From an optimization exercise on the open Yosys and OpenROAD flow, aimed at small area, a short achievable clock period and few clock cycles; shortcuts taken in it are not production practice.
Function was checked by simulation only, so behaviour that the tests miss may differ from the original.

==> onyx <==
// arm
module arm (
	input  wire        clk,
	input  wire        reset,
	output wire        MemWrite,
	output wire [31:0] Adr,
	output wire [31:0] WriteData,
	input  wire [31:0] ReadData
);
==> module regfile, before the edit <==
module regfile (
	input  wire        clk,
	input  wire        we3,
	input  wire [3:0]  ra1,
	input  wire [3:0]  ra2,
	input  wire [3:0]  wa3,
	input  wire [31:0] wd3,
	input  wire [31:0] r15,
	output wire [31:0] rd1,
	output wire [31:0] rd2
);
	reg [31:0] rf [14:0];
	always @(posedge clk)
		if (we3)
			rf[wa3] <= wd3;
	assign rd1 = (ra1 == 4'b1111) ? r15 : rf[ra1];
	assign rd2 = (ra2 == 4'b1111) ? r15 : rf[ra2];
endmodule
==> module arm, before the edit <==
module arm (
	input  wire        clk,
	input  wire        reset,
	output wire        MemWrite,
	output wire [31:0] Adr,
	output wire [31:0] WriteData,
	input  wire [31:0] ReadData
);
	reg  [31:2] fpc;     
	reg  [31:0] ir;      
	reg  [31:28] tgthi;  
	reg         iv;      
	reg  [3:0]  flags;   
	reg         ml, mw;  
	reg  [3:0]  mrd;     
	reg  [2:0]  mcnt;    
	reg  [31:0] xr, yr;  
	wire [31:2] fpc4 = fpc + 30'd1;
	wire [31:0] r15 = {fpc4, 2'b00};
	wire [31:2] tgt = {tgthi, ir[25:0]};
	wire mcyc = ml | mw;
	wire [3:0] cmd    = ir[24:21];
	wire       sbit   = ir[20];
	wire       is_b   = ir[27];
	wire       is_mem = ~ir[27] & ir[26];
	wire       is_mul = ~ir[27] & ~ir[26] & ~ir[25] & ir[7];
	wire       is_dp  = ~ir[27] & ~ir[26] & ~is_mul;
	wire pass;
	condcheck cc (.Cond(ir[31:28]), .Flags(flags), .CondEx(pass));
	wire ex = iv & pass & ~mcyc;
	wire mulfin = mcnt == 3'd4;
	wire mulbusy = ex & is_mul & ~mulfin;
	wire btaken = ex & is_b;
	wire fetch = ~mcyc & ~mulbusy;
	wire [3:0] ra1 = is_mul ? ir[11:8] : ir[19:16];
	wire [3:0] ra2 = is_mem ? ir[15:12] : ir[3:0];
	wire [3:0] wa  = mcyc ? mrd : (is_mul ? ir[19:16] : ir[15:12]);
	wire [31:0] rd1, rd2, res;
	wire [31:0] mulres = xr + yr;
	wire [31:0] exres = mulfin ? mulres : res;
	wire [31:0] wd = mcyc ? ReadData : exres;
	wire we = ml | (ex & (is_dp | mulfin));
	regfile rf (.clk(clk), .we3(we), .ra1(ra1), .ra2(ra2), .wa3(wa), .wd3(wd),
	            .r15(r15), .rd1(rd1), .rd2(rd2));
	reg [31:0] op2;
	always @(*)
		if (is_mem)
			op2 = {20'b0, ir[11:0]};
		else if (ir[25])
			op2 = {24'b0, ir[7:0]};
		else
			op2 = rd2;
	wire sub = ~is_mem & (cmd == 4'b0010);
	wire [31:0] sum;
	wire [3:0] aflags;
	alu alu (.a(rd1), .b(op2), .cmd(cmd), .sub(sub), .lop(is_dp),
	         .Result(res), .Sum(sum), .ALUFlags(aflags));
	reg [8:0] ch;
	always @(*)
		case (mcnt[1:0])
			2'd0: ch = rd1[31:23];
			2'd1: ch = rd1[23:15];
			2'd2: ch = rd1[15:7];
			default: ch = {rd1[7:0], 1'b0};
		endcase
	wire first = mcnt == 3'd0;
	wire [31:0] ps, pc;
	mulstep ms (.a(rd2), .ch(ch), .as(first ? 24'b0 : xr[23:0]), .ac(first ? 24'b0 : yr[23:0]),
	            .s(ps), .c(pc));
	wire setnz = ex & sbit & (is_dp | mulfin);
	wire setcv = ex & sbit & is_dp &
	             ((cmd == 4'b0100) | (cmd == 4'b0010) | (cmd == 4'b1010) | (cmd == 4'b1011));
	always @(posedge clk or posedge reset)
		if (reset)
			flags <= 4'b0;
		else begin
			if (setnz) flags[3:2] <= {exres[31], exres == 32'b0};
			if (setcv) flags[1:0] <= aflags[1:0];
		end
	assign Adr = mcyc ? xr : {(btaken ? tgt : fpc), 2'b00};
	assign MemWrite = mw;
	assign WriteData = yr;
	wire [31:2] ftgt = Adr[31:2] + 30'd2 + {{6{ReadData[23]}}, ReadData[23:0]};
	always @(posedge clk or posedge reset)
		if (reset) begin
			fpc <= 30'b0;
			iv <= 1'b0;
			ml <= 1'b0;
			mw <= 1'b0;
			mcnt <= 3'd0;
		end else begin
			if (fetch) begin
				iv <= 1'b1;
				fpc <= btaken ? tgt + 30'd1 : fpc4;
			end
			ml <= ex & is_mem & ir[20];
			mw <= ex & is_mem & ~ir[20];
			mcnt <= mulbusy ? mcnt + 3'd1 : 3'd0;
		end
	always @(posedge clk) begin
		if (fetch) begin
			if (ReadData[27])
				{tgthi, ir} <= {ftgt[31:28], ReadData[31:26], ftgt[27:2]};
			else
				{tgthi, ir} <= {4'b0, ReadData};
		end
		mrd <= ir[15:12];
		if (mulbusy) begin
			xr <= ps;
			yr <= pc;
		end else begin
			xr <= sum;
			yr <= rd2;
		end
	end
endmodule
Settings: LEC_CHECK=0, CAP_MARGIN=20, CORE_MARGIN=2, CORE_UTILIZATION=40, SLEW_MARGIN=20; clock period 14.0 ns.
run.sh (not shown) runs the stock make flow with config.mk's settings and CLKGATE_MAP_FILE= SYNTH_SCRIPT=/design/flow/synth_recipe.tcl, a recipe that flattens the netlist after the stock synthesis.
==> quartz: changes against onyx <==
--- a/flow/design.v
+++ b/flow/design.v
@@ -2,20 +2,29 @@
 module regfile (
 	input  wire        clk,
 	input  wire        we3,
-	input  wire [3:0]  ra1,
-	input  wire [3:0]  ra2,
+	input  wire [16:0] s1,
+	input  wire [16:0] s2,
 	input  wire [3:0]  wa3,
 	input  wire [31:0] wd3,
 	input  wire [31:0] r15,
-	output wire [31:0] rd1,
-	output wire [31:0] rd2
+	input  wire [31:0] x1,
+	input  wire [31:0] x2,
+	output reg  [31:0] rd1,
+	output reg  [31:0] rd2
 );
 	reg [31:0] rf [14:0];
 	always @(posedge clk)
 		if (we3)
 			rf[wa3] <= wd3;
-	assign rd1 = (ra1 == 4'b1111) ? r15 : rf[ra1];
-	assign rd2 = (ra2 == 4'b1111) ? r15 : rf[ra2];
+	integer i;
+	always @(*) begin
+		rd1 = ({32{s1[15]}} & r15) | ({32{s1[16]}} & x1);
+		rd2 = ({32{s2[15]}} & r15) | ({32{s2[16]}} & x2);
+		for (i = 0; i < 15; i = i + 1) begin
+			rd1 = rd1 | ({32{s1[i]}} & rf[i]);
+			rd2 = rd2 | ({32{s2[i]}} & rf[i]);
+		end
+	end
 endmodule
 `timescale 1ns / 1ps
 module alu (
@@ -670,8 +679,6 @@
 	reg  [3:0]  mrd;     
 	reg  [2:0]  mcnt;    
 	reg  [31:0] xr, yr;  
-	wire [31:2] fpc4 = fpc + 30'd1;
-	wire [31:0] r15 = {fpc4, 2'b00};
 	wire [31:2] tgt = {tgthi, ir[25:0]};
 	wire mcyc = ml | mw;
 	wire [3:0] cmd    = ir[24:21];
@@ -686,17 +693,18 @@
 	wire mulfin = mcnt == 3'd4;
 	wire mulbusy = ex & is_mul & ~mulfin;
 	wire btaken = ex & is_b;
+	wire [31:2] fpc4 = fpc + 30'd1;
+	wire [31:0] r15 = {fpc4, 2'b00};
 	wire fetch = ~mcyc & ~mulbusy;
-	wire [3:0] ra1 = is_mul ? ir[11:8] : ir[19:16];
-	wire [3:0] ra2 = is_mem ? ir[15:12] : ir[3:0];
-	wire [3:0] wa  = mcyc ? mrd : (is_mul ? ir[19:16] : ir[15:12]);
+	reg  [16:0] s1, s2;         
+	reg  [3:0]  wax;            
+	wire [3:0] wa = mcyc ? mrd : wax;
 	wire [31:0] rd1, rd2, res;
-	wire [31:0] mulres = xr + yr;
-	wire [31:0] exres = mulfin ? mulres : res;
+	wire [31:0] exres = res;
 	wire [31:0] wd = mcyc ? ReadData : exres;
 	wire we = ml | (ex & (is_dp | mulfin));
-	regfile rf (.clk(clk), .we3(we), .ra1(ra1), .ra2(ra2), .wa3(wa), .wd3(wd),
-	            .r15(r15), .rd1(rd1), .rd2(rd2));
+	regfile rf (.clk(clk), .we3(we), .s1(s1), .s2(s2), .wa3(wa), .wd3(wd),
+	            .r15(r15), .x1(xr), .x2(yr), .rd1(rd1), .rd2(rd2));
 	reg [31:0] op2;
 	always @(*)
 		if (is_mem)
@@ -759,7 +767,16 @@
 			else
 				{tgthi, ir} <= {4'b0, ReadData};
 		end
-		mrd <= ir[15:12];
+		if (fetch) begin
+			s1 <= 17'b1 << ((ReadData[27:25] == 3'b000 && ReadData[7]) ? ReadData[11:8] : ReadData[19:16]);
+			s2 <= 17'b1 << ((ReadData[27:26] == 2'b01) ? ReadData[15:12] : ReadData[3:0]);
+			wax <= (ReadData[27:25] == 3'b000 && ReadData[7]) ? ReadData[19:16] : ReadData[15:12];
+		end
+		if (mulbusy && mcnt == 3'd3) begin
+			s1 <= 17'h10000;
+			s2 <= 17'h10000;
+		end
+		mrd <= wax;
 		if (mulbusy) begin
 			xr <= ps;
 			yr <= pc;
==> flow/flow/run.sh (new file) <==
#!/bin/bash
set -euo pipefail
bash standard.sh SETUP_SLACK_MARGIN=8 finish > standard.log 2>&1
==> flow/standard.sh (new file) <==
#!/bin/bash
# synth_recipe.tcl (not shown) runs the flow's synth.tcl, then flattens the netlist and writes it again
# the make line also repeats each setting of config.mk as NAME=value (left out here)
make -C /OpenROAD-flow-scripts/flow DESIGN_CONFIG=/design/flow/config.mk WORK_HOME=/design/flow/orfs CLKGATE_MAP_FILE= SYNTH_SCRIPT=/design/flow/synth_recipe.tcl "${@:-finish}"
removed: flow/run.sh
==> fjord: changes against onyx <==
--- a/flow/design.v
+++ b/flow/design.v
@@ -2,20 +2,27 @@
 module regfile (
 	input  wire        clk,
 	input  wire        we3,
-	input  wire [3:0]  ra1,
-	input  wire [3:0]  ra2,
+	input  wire [15:0] s1,
+	input  wire [15:0] s2,
 	input  wire [3:0]  wa3,
 	input  wire [31:0] wd3,
 	input  wire [31:0] r15,
-	output wire [31:0] rd1,
-	output wire [31:0] rd2
+	output reg  [31:0] rd1,
+	output reg  [31:0] rd2
 );
 	reg [31:0] rf [14:0];
 	always @(posedge clk)
 		if (we3)
 			rf[wa3] <= wd3;
-	assign rd1 = (ra1 == 4'b1111) ? r15 : rf[ra1];
-	assign rd2 = (ra2 == 4'b1111) ? r15 : rf[ra2];
+	integer i;
+	always @(*) begin
+		rd1 = {32{s1[15]}} & r15;
+		rd2 = {32{s2[15]}} & r15;
+		for (i = 0; i < 15; i = i + 1) begin
+			rd1 = rd1 | ({32{s1[i]}} & rf[i]);
+			rd2 = rd2 | ({32{s2[i]}} & rf[i]);
+		end
+	end
 endmodule
 `timescale 1ns / 1ps
 module alu (
@@ -661,18 +668,21 @@
 	output wire [31:0] WriteData,
 	input  wire [31:0] ReadData
 );
-	reg  [31:2] fpc;     
-	reg  [31:0] ir;      
-	reg  [31:28] tgthi;  
-	reg         iv;      
-	reg  [3:0]  flags;   
-	reg         ml, mw;  
-	reg  [3:0]  mrd;     
-	reg  [2:0]  mcnt;    
-	reg  [31:0] xr, yr;  
-	wire [31:2] fpc4 = fpc + 30'd1;
-	wire [31:0] r15 = {fpc4, 2'b00};
-	wire [31:2] tgt = {tgthi, ir[25:0]};
+	reg  [31:0] areg;     
+	reg  [31:0] yr;       
+	reg  [31:2] fpc;      
+	reg         ev;       
+	reg  [31:0] ir;       
+	reg  [31:28] althi;   
+	reg         ptk;      
+	reg  [31:0] A, B;     
+	reg  [3:0]  src1, src2;  
+	reg         bimm;     
+	reg  [3:0]  wa;       
+	reg         ml, mw;   
+	reg  [3:0]  mrd;      
+	reg  [2:0]  mcnt;     
+	reg  [3:0]  flags;    
 	wire mcyc = ml | mw;
 	wire [3:0] cmd    = ir[24:21];
 	wire       sbit   = ir[20];
@@ -682,46 +692,25 @@
 	wire       is_dp  = ~ir[27] & ~ir[26] & ~is_mul;
 	wire pass;
 	condcheck cc (.Cond(ir[31:28]), .Flags(flags), .CondEx(pass));
-	wire ex = iv & pass & ~mcyc;
+	wire ev_now = ev & ~mcyc;
+	wire ex = ev_now & pass;
 	wire mulfin = mcnt == 3'd4;
 	wire mulbusy = ex & is_mul & ~mulfin;
-	wire btaken = ex & is_b;
+	wire ldst = ex & is_mem;
+	wire mispred = ev_now & is_b & (pass ^ ptk);
+	wire [31:2] alt = {althi, ir[25:0]};
 	wire fetch = ~mcyc & ~mulbusy;
-	wire [3:0] ra1 = is_mul ? ir[11:8] : ir[19:16];
-	wire [3:0] ra2 = is_mem ? ir[15:12] : ir[3:0];
-	wire [3:0] wa  = mcyc ? mrd : (is_mul ? ir[19:16] : ir[15:12]);
-	wire [31:0] rd1, rd2, res;
-	wire [31:0] mulres = xr + yr;
-	wire [31:0] exres = mulfin ? mulres : res;
-	wire [31:0] wd = mcyc ? ReadData : exres;
-	wire we = ml | (ex & (is_dp | mulfin));
-	regfile rf (.clk(clk), .we3(we), .ra1(ra1), .ra2(ra2), .wa3(wa), .wd3(wd),
-	            .r15(r15), .rd1(rd1), .rd2(rd2));
-	reg [31:0] op2;
-	always @(*)
-		if (is_mem)
-			op2 = {20'b0, ir[11:0]};
-		else if (ir[25])
-			op2 = {24'b0, ir[7:0]};
-		else
-			op2 = rd2;
+	wire [31:0] op2 = is_mem ? {20'b0, ir[11:0]} : B;
 	wire sub = ~is_mem & (cmd == 4'b0010);
-	wire [31:0] sum;
+	wire [31:0] res, sum;
 	wire [3:0] aflags;
-	alu alu (.a(rd1), .b(op2), .cmd(cmd), .sub(sub), .lop(is_dp),
+	alu alu (.a(A), .b(op2), .cmd(cmd), .sub(sub), .lop(is_dp),
 	         .Result(res), .Sum(sum), .ALUFlags(aflags));
-	reg [8:0] ch;
-	always @(*)
-		case (mcnt[1:0])
-			2'd0: ch = rd1[31:23];
-			2'd1: ch = rd1[23:15];
-			2'd2: ch = rd1[15:7];
-			default: ch = {rd1[7:0], 1'b0};
-		endcase
+	wire ewe = ex & (is_dp | mulfin);    
 	wire first = mcnt == 3'd0;
 	wire [31:0] ps, pc;
-	mulstep ms (.a(rd2), .ch(ch), .as(first ? 24'b0 : xr[23:0]), .ac(first ? 24'b0 : yr[23:0]),
-	            .s(ps), .c(pc));
+	mulstep ms (.a(B), .ch(A[31:23]), .as(first ? 24'b0 : areg[23:0]),
+	            .ac(first ? 24'b0 : yr[23:0]), .s(ps), .c(pc));
 	wire setnz = ex & sbit & (is_dp | mulfin);
 	wire setcv = ex & sbit & is_dp &
 	             ((cmd == 4'b0100) | (cmd == 4'b0010) | (cmd == 4'b1010) | (cmd == 4'b1011));
@@ -729,43 +718,81 @@
 		if (reset)
 			flags <= 4'b0;
 		else begin
-			if (setnz) flags[3:2] <= {exres[31], exres == 32'b0};
+			if (setnz) flags[3:2] <= {res[31], res == 32'b0};
 			if (setcv) flags[1:0] <= aflags[1:0];
 		end
-	assign Adr = mcyc ? xr : {(btaken ? tgt : fpc), 2'b00};
-	assign MemWrite = mw;
-	assign WriteData = yr;
-	wire [31:2] ftgt = Adr[31:2] + 30'd2 + {{6{ReadData[23]}}, ReadData[23:0]};
+	wire [31:0] RD = ReadData;
+	wire f_mem  = ~RD[27] & RD[26];
+	wire f_mul  = ~RD[27] & ~RD[26] & ~RD[25] & RD[7];
+	wire f_imm8 = ~RD[27] & ~RD[26] & RD[25];
+	wire [3:0] rs1 = f_mul ? RD[11:8] : RD[19:16];
+	wire [3:0] rs2 = f_mem ? RD[15:12] : RD[3:0];
+	wire [3:0] rdst = f_mul ? RD[19:16] : RD[15:12];
+	wire [31:2] fa4 = areg[31:2] + 30'd1;
+	wire [31:0] r15 = {areg[31:2] + 30'd2, 2'b00};
+	wire [31:2] ftgt = areg[31:2] + 30'd2 + {{6{RD[23]}}, RD[23:0]};
+	wire pred = RD[27] & ((RD[31:28] == 4'b1110) | RD[23]);
+	wire [31:2] pnext = pred ? ftgt : fa4;
+	wire [31:2] palt = pred ? fa4 : ftgt;
+	wire [31:0] rd1, rd2;
+	wire we = ml | ewe;
+	regfile rf (.clk(clk), .we3(we), .s1(16'b1 << rs1), .s2(16'b1 << rs2),
+	            .wa3(ml ? mrd : wa), .wd3(ml ? ReadData : res),
+	            .r15(r15), .rd1(rd1), .rd2(rd2));
+	wire byp1 = ewe & (wa == rs1);
+	wire byp2 = ewe & (wa == rs2);
 	always @(posedge clk or posedge reset)
 		if (reset) begin
-			fpc <= 30'b0;
-			iv <= 1'b0;
+			areg <= 32'b0;
+			ev <= 1'b0;
 			ml <= 1'b0;
 			mw <= 1'b0;
 			mcnt <= 3'd0;
 		end else begin
-			if (fetch) begin
-				iv <= 1'b1;
-				fpc <= btaken ? tgt + 30'd1 : fpc4;
-			end
-			ml <= ex & is_mem & ir[20];
-			mw <= ex & is_mem & ~ir[20];
+			if (ldst)
+				areg <= sum;
+			else if (mispred)
+				areg <= {alt, 2'b00};
+			else if (mcyc)
+				areg <= {fpc, 2'b00};
+			else if (mulbusy)
+				areg <= (mcnt == 3'd3) ? {fpc, 2'b00} : ps;
+			else
+				areg <= {pnext, 2'b00};
+			if (fetch)
+				ev <= ~mispred;
+			ml <= ldst & ir[20];
+			mw <= ldst & ~ir[20];
 			mcnt <= mulbusy ? mcnt + 3'd1 : 3'd0;
 		end
 	always @(posedge clk) begin
 		if (fetch) begin
-			if (ReadData[27])
-				{tgthi, ir} <= {ftgt[31:28], ReadData[31:26], ftgt[27:2]};
+			fpc <= pnext;
+			if (RD[27])
+				{althi, ir} <= {palt[31:28], RD[31:26], palt[27:2]};
 			else
-				{tgthi, ir} <= {4'b0, ReadData};
-		end
-		mrd <= ir[15:12];
-		if (mulbusy) begin
-			xr <= ps;
-			yr <= pc;
-		end else begin
-			xr <= sum;
-			yr <= rd2;
+				{althi, ir} <= {4'b0, RD};
+			ptk <= pred;
+			A <= byp1 ? res : rd1;
+			B <= f_imm8 ? {24'b0, RD[7:0]} : (byp2 ? res : rd2);
+			src1 <= rs1;
+			src2 <= rs2;
+			bimm <= f_imm8;
+			wa <= rdst;
+		end else if (ml) begin
+			if (src1 == mrd) A <= ReadData;
+			if (src2 == mrd && !bimm) B <= ReadData;
+		end else if (mulbusy) begin
+			if (mcnt == 3'd3) begin
+				A <= ps;
+				B <= pc;
+			end else
+				A <= {A[23:0], 8'b0};
 		end
+		mrd <= wa;
+		yr <= mulbusy ? pc : B;
 	end
+	assign Adr = areg;
+	assign MemWrite = mw;
+	assign WriteData = yr;
 endmodule
==> flow/flow/run.sh (new file) <==
#!/bin/bash
set -euo pipefail
bash standard.sh SETUP_SLACK_MARGIN=9 TNS_END_PERCENT=10 finish > standard.log 2>&1
==> flow/standard.sh (new file) <==
#!/bin/bash
# synth_recipe.tcl (not shown) runs the flow's synth.tcl, then flattens the netlist and writes it again
# the make line also repeats each setting of config.mk as NAME=value (left out here)
make -C /OpenROAD-flow-scripts/flow DESIGN_CONFIG=/design/flow/config.mk WORK_HOME=/design/flow/orfs CLKGATE_MAP_FILE= SYNTH_SCRIPT=/design/flow/synth_recipe.tcl "${@:-finish}"
removed: flow/run.sh
==> ember: changes against onyx <==
--- a/flow/design.v
+++ b/flow/design.v
@@ -2,20 +2,29 @@
 module regfile (
 	input  wire        clk,
 	input  wire        we3,
-	input  wire [3:0]  ra1,
-	input  wire [3:0]  ra2,
+	input  wire [16:0] s1,
+	input  wire [16:0] s2,
 	input  wire [3:0]  wa3,
 	input  wire [31:0] wd3,
 	input  wire [31:0] r15,
-	output wire [31:0] rd1,
-	output wire [31:0] rd2
+	input  wire [31:0] x1,
+	input  wire [31:0] x2,
+	output reg  [31:0] rd1,
+	output reg  [31:0] rd2
 );
 	reg [31:0] rf [14:0];
 	always @(posedge clk)
 		if (we3)
 			rf[wa3] <= wd3;
-	assign rd1 = (ra1 == 4'b1111) ? r15 : rf[ra1];
-	assign rd2 = (ra2 == 4'b1111) ? r15 : rf[ra2];
+	integer i;
+	always @(*) begin
+		rd1 = ({32{s1[15]}} & r15) | ({32{s1[16]}} & x1);
+		rd2 = ({32{s2[15]}} & r15) | ({32{s2[16]}} & x2);
+		for (i = 0; i < 15; i = i + 1) begin
+			rd1 = rd1 | ({32{s1[i]}} & rf[i]);
+			rd2 = rd2 | ({32{s2[i]}} & rf[i]);
+		end
+	end
 endmodule
 `timescale 1ns / 1ps
 module alu (
@@ -670,8 +679,6 @@
 	reg  [3:0]  mrd;     
 	reg  [2:0]  mcnt;    
 	reg  [31:0] xr, yr;  
-	wire [31:2] fpc4 = fpc + 30'd1;
-	wire [31:0] r15 = {fpc4, 2'b00};
 	wire [31:2] tgt = {tgthi, ir[25:0]};
 	wire mcyc = ml | mw;
 	wire [3:0] cmd    = ir[24:21];
@@ -686,17 +693,18 @@
 	wire mulfin = mcnt == 3'd4;
 	wire mulbusy = ex & is_mul & ~mulfin;
 	wire btaken = ex & is_b;
+	wire [31:2] fpc4 = fpc + 30'd1;
+	wire [31:0] r15 = {fpc4, 2'b00};
 	wire fetch = ~mcyc & ~mulbusy;
-	wire [3:0] ra1 = is_mul ? ir[11:8] : ir[19:16];
-	wire [3:0] ra2 = is_mem ? ir[15:12] : ir[3:0];
-	wire [3:0] wa  = mcyc ? mrd : (is_mul ? ir[19:16] : ir[15:12]);
+	reg  [16:0] s1, s2;         
+	reg  [3:0]  wax;            
+	wire [3:0] wa = mcyc ? mrd : wax;
 	wire [31:0] rd1, rd2, res;
-	wire [31:0] mulres = xr + yr;
-	wire [31:0] exres = mulfin ? mulres : res;
+	wire [31:0] exres = res;
 	wire [31:0] wd = mcyc ? ReadData : exres;
 	wire we = ml | (ex & (is_dp | mulfin));
-	regfile rf (.clk(clk), .we3(we), .ra1(ra1), .ra2(ra2), .wa3(wa), .wd3(wd),
-	            .r15(r15), .rd1(rd1), .rd2(rd2));
+	regfile rf (.clk(clk), .we3(we), .s1(s1), .s2(s2), .wa3(wa), .wd3(wd),
+	            .r15(r15), .x1(xr), .x2(yr), .rd1(rd1), .rd2(rd2));
 	reg [31:0] op2;
 	always @(*)
 		if (is_mem)
@@ -759,7 +767,16 @@
 			else
 				{tgthi, ir} <= {4'b0, ReadData};
 		end
-		mrd <= ir[15:12];
+		if (fetch) begin
+			s1 <= 17'b1 << ((ReadData[27:25] == 3'b000 && ReadData[7]) ? ReadData[11:8] : ReadData[19:16]);
+			s2 <= 17'b1 << ((ReadData[27:26] == 2'b01) ? ReadData[15:12] : ReadData[3:0]);
+			wax <= (ReadData[27:25] == 3'b000 && ReadData[7]) ? ReadData[19:16] : ReadData[15:12];
+		end
+		if (mulbusy && mcnt == 3'd3) begin
+			s1 <= 17'h10000;
+			s2 <= 17'h10000;
+		end
+		mrd <= wax;
 		if (mulbusy) begin
 			xr <= ps;
 			yr <= pc;
==> flow/flow/run.sh (new file) <==
#!/bin/bash
set -euo pipefail
bash standard.sh SETUP_SLACK_MARGIN=8.3 TNS_END_PERCENT=30 finish > standard.log 2>&1
==> flow/standard.sh (new file) <==
#!/bin/bash
# synth_recipe.tcl (not shown) runs the flow's synth.tcl, then flattens the netlist and writes it again
# the make line also repeats each setting of config.mk as NAME=value (left out here)
make -C /OpenROAD-flow-scripts/flow DESIGN_CONFIG=/design/flow/config.mk WORK_HOME=/design/flow/orfs CLKGATE_MAP_FILE= SYNTH_SCRIPT=/design/flow/synth_recipe.tcl "${@:-finish}"
- CORE_UTILIZATION: 40 -> 55
- PLACE_DENSITY: default -> 0.72
removed: flow/run.sh
==> comparison <==
Against quartz, the non-clock buffer count of ember is higher by 56. The lowest sequential share of layout area belongs to onyx, the highest to quartz. Of onyx and quartz, quartz has the higher register-to-register slack (gap 3400 ps). In quartz the synthesized cell count is lower than in fjord, by 14%. Final cell count, highest first: fjord, onyx, quartz, ember. The lowest global-route usage belongs to onyx, the highest to ember. Against ember, the first-iteration DRC count of onyx is smaller by 47%.
Testbench counts of onyx, summed over its fixed seeds: cycles 35,928.
Testbench counts of quartz, summed over its fixed seeds: cycles 35,928.
Testbench counts of fjord, summed over its fixed seeds: cycles 36,909.
Testbench counts of ember, summed over its fixed seeds: cycles 35,928.

[what the ideal ports hide]
The flow's constraints put no driver on any port. The routed layouts listed below were extracted and timed again, unchanged, in two steps.
Step 1 (the two cells are an assumption about what drives the block):
set clk [get_ports {clk}]
set_driving_cell -lib_cell sky130_fd_sc_hd__clkbuf_16 $clk
set_driving_cell -lib_cell sky130_fd_sc_hd__buf_2 [delete_from_list [all_inputs] $clk]
Step 2 times the ports against the registers' clock, not the clock port: input delays grow and output delays shrink by t, the midpoint of the rising clock arrivals with the driver on.
Slacks: ideal / step 1 / step 2; pairs: ideal / step 1.
| run | t, ns | slack for setup (ns) | worst hold slack (ns) | clock arrival spread, ns | worst register clock-pin slew, ns |
|---|---|---|---|---|---|
| onyx | 0.711 | 4.529 / 4.529 / 4.529 | 0.469 / 0.469 / 0.469 | 0.058 / 0.058 | 0.07 / 0.07 |
| quartz | 0.718 | 7.924 / 7.909 / 7.438 | 0.402 / 0.402 / 0.402 | 0.041 / 0.041 | 0.07 / 0.07 |
| fjord | 0.750 | 8.645 / 8.672 / 7.922 | 0.464 / 0.464 / 0.464 | 0.061 / 0.061 | 0.07 / 0.07 |
| ember | 0.732 | 7.910 / 7.890 / 7.312 | 0.396 / 0.396 / 0.396 | 0.043 / 0.043 | 0.07 / 0.07 |
After both steps setup and hold are still met in every run listed. For fjord, which loses most, drivers alone change the setup slack by +0.027 ns; drivers and shift together by -0.723 ns.
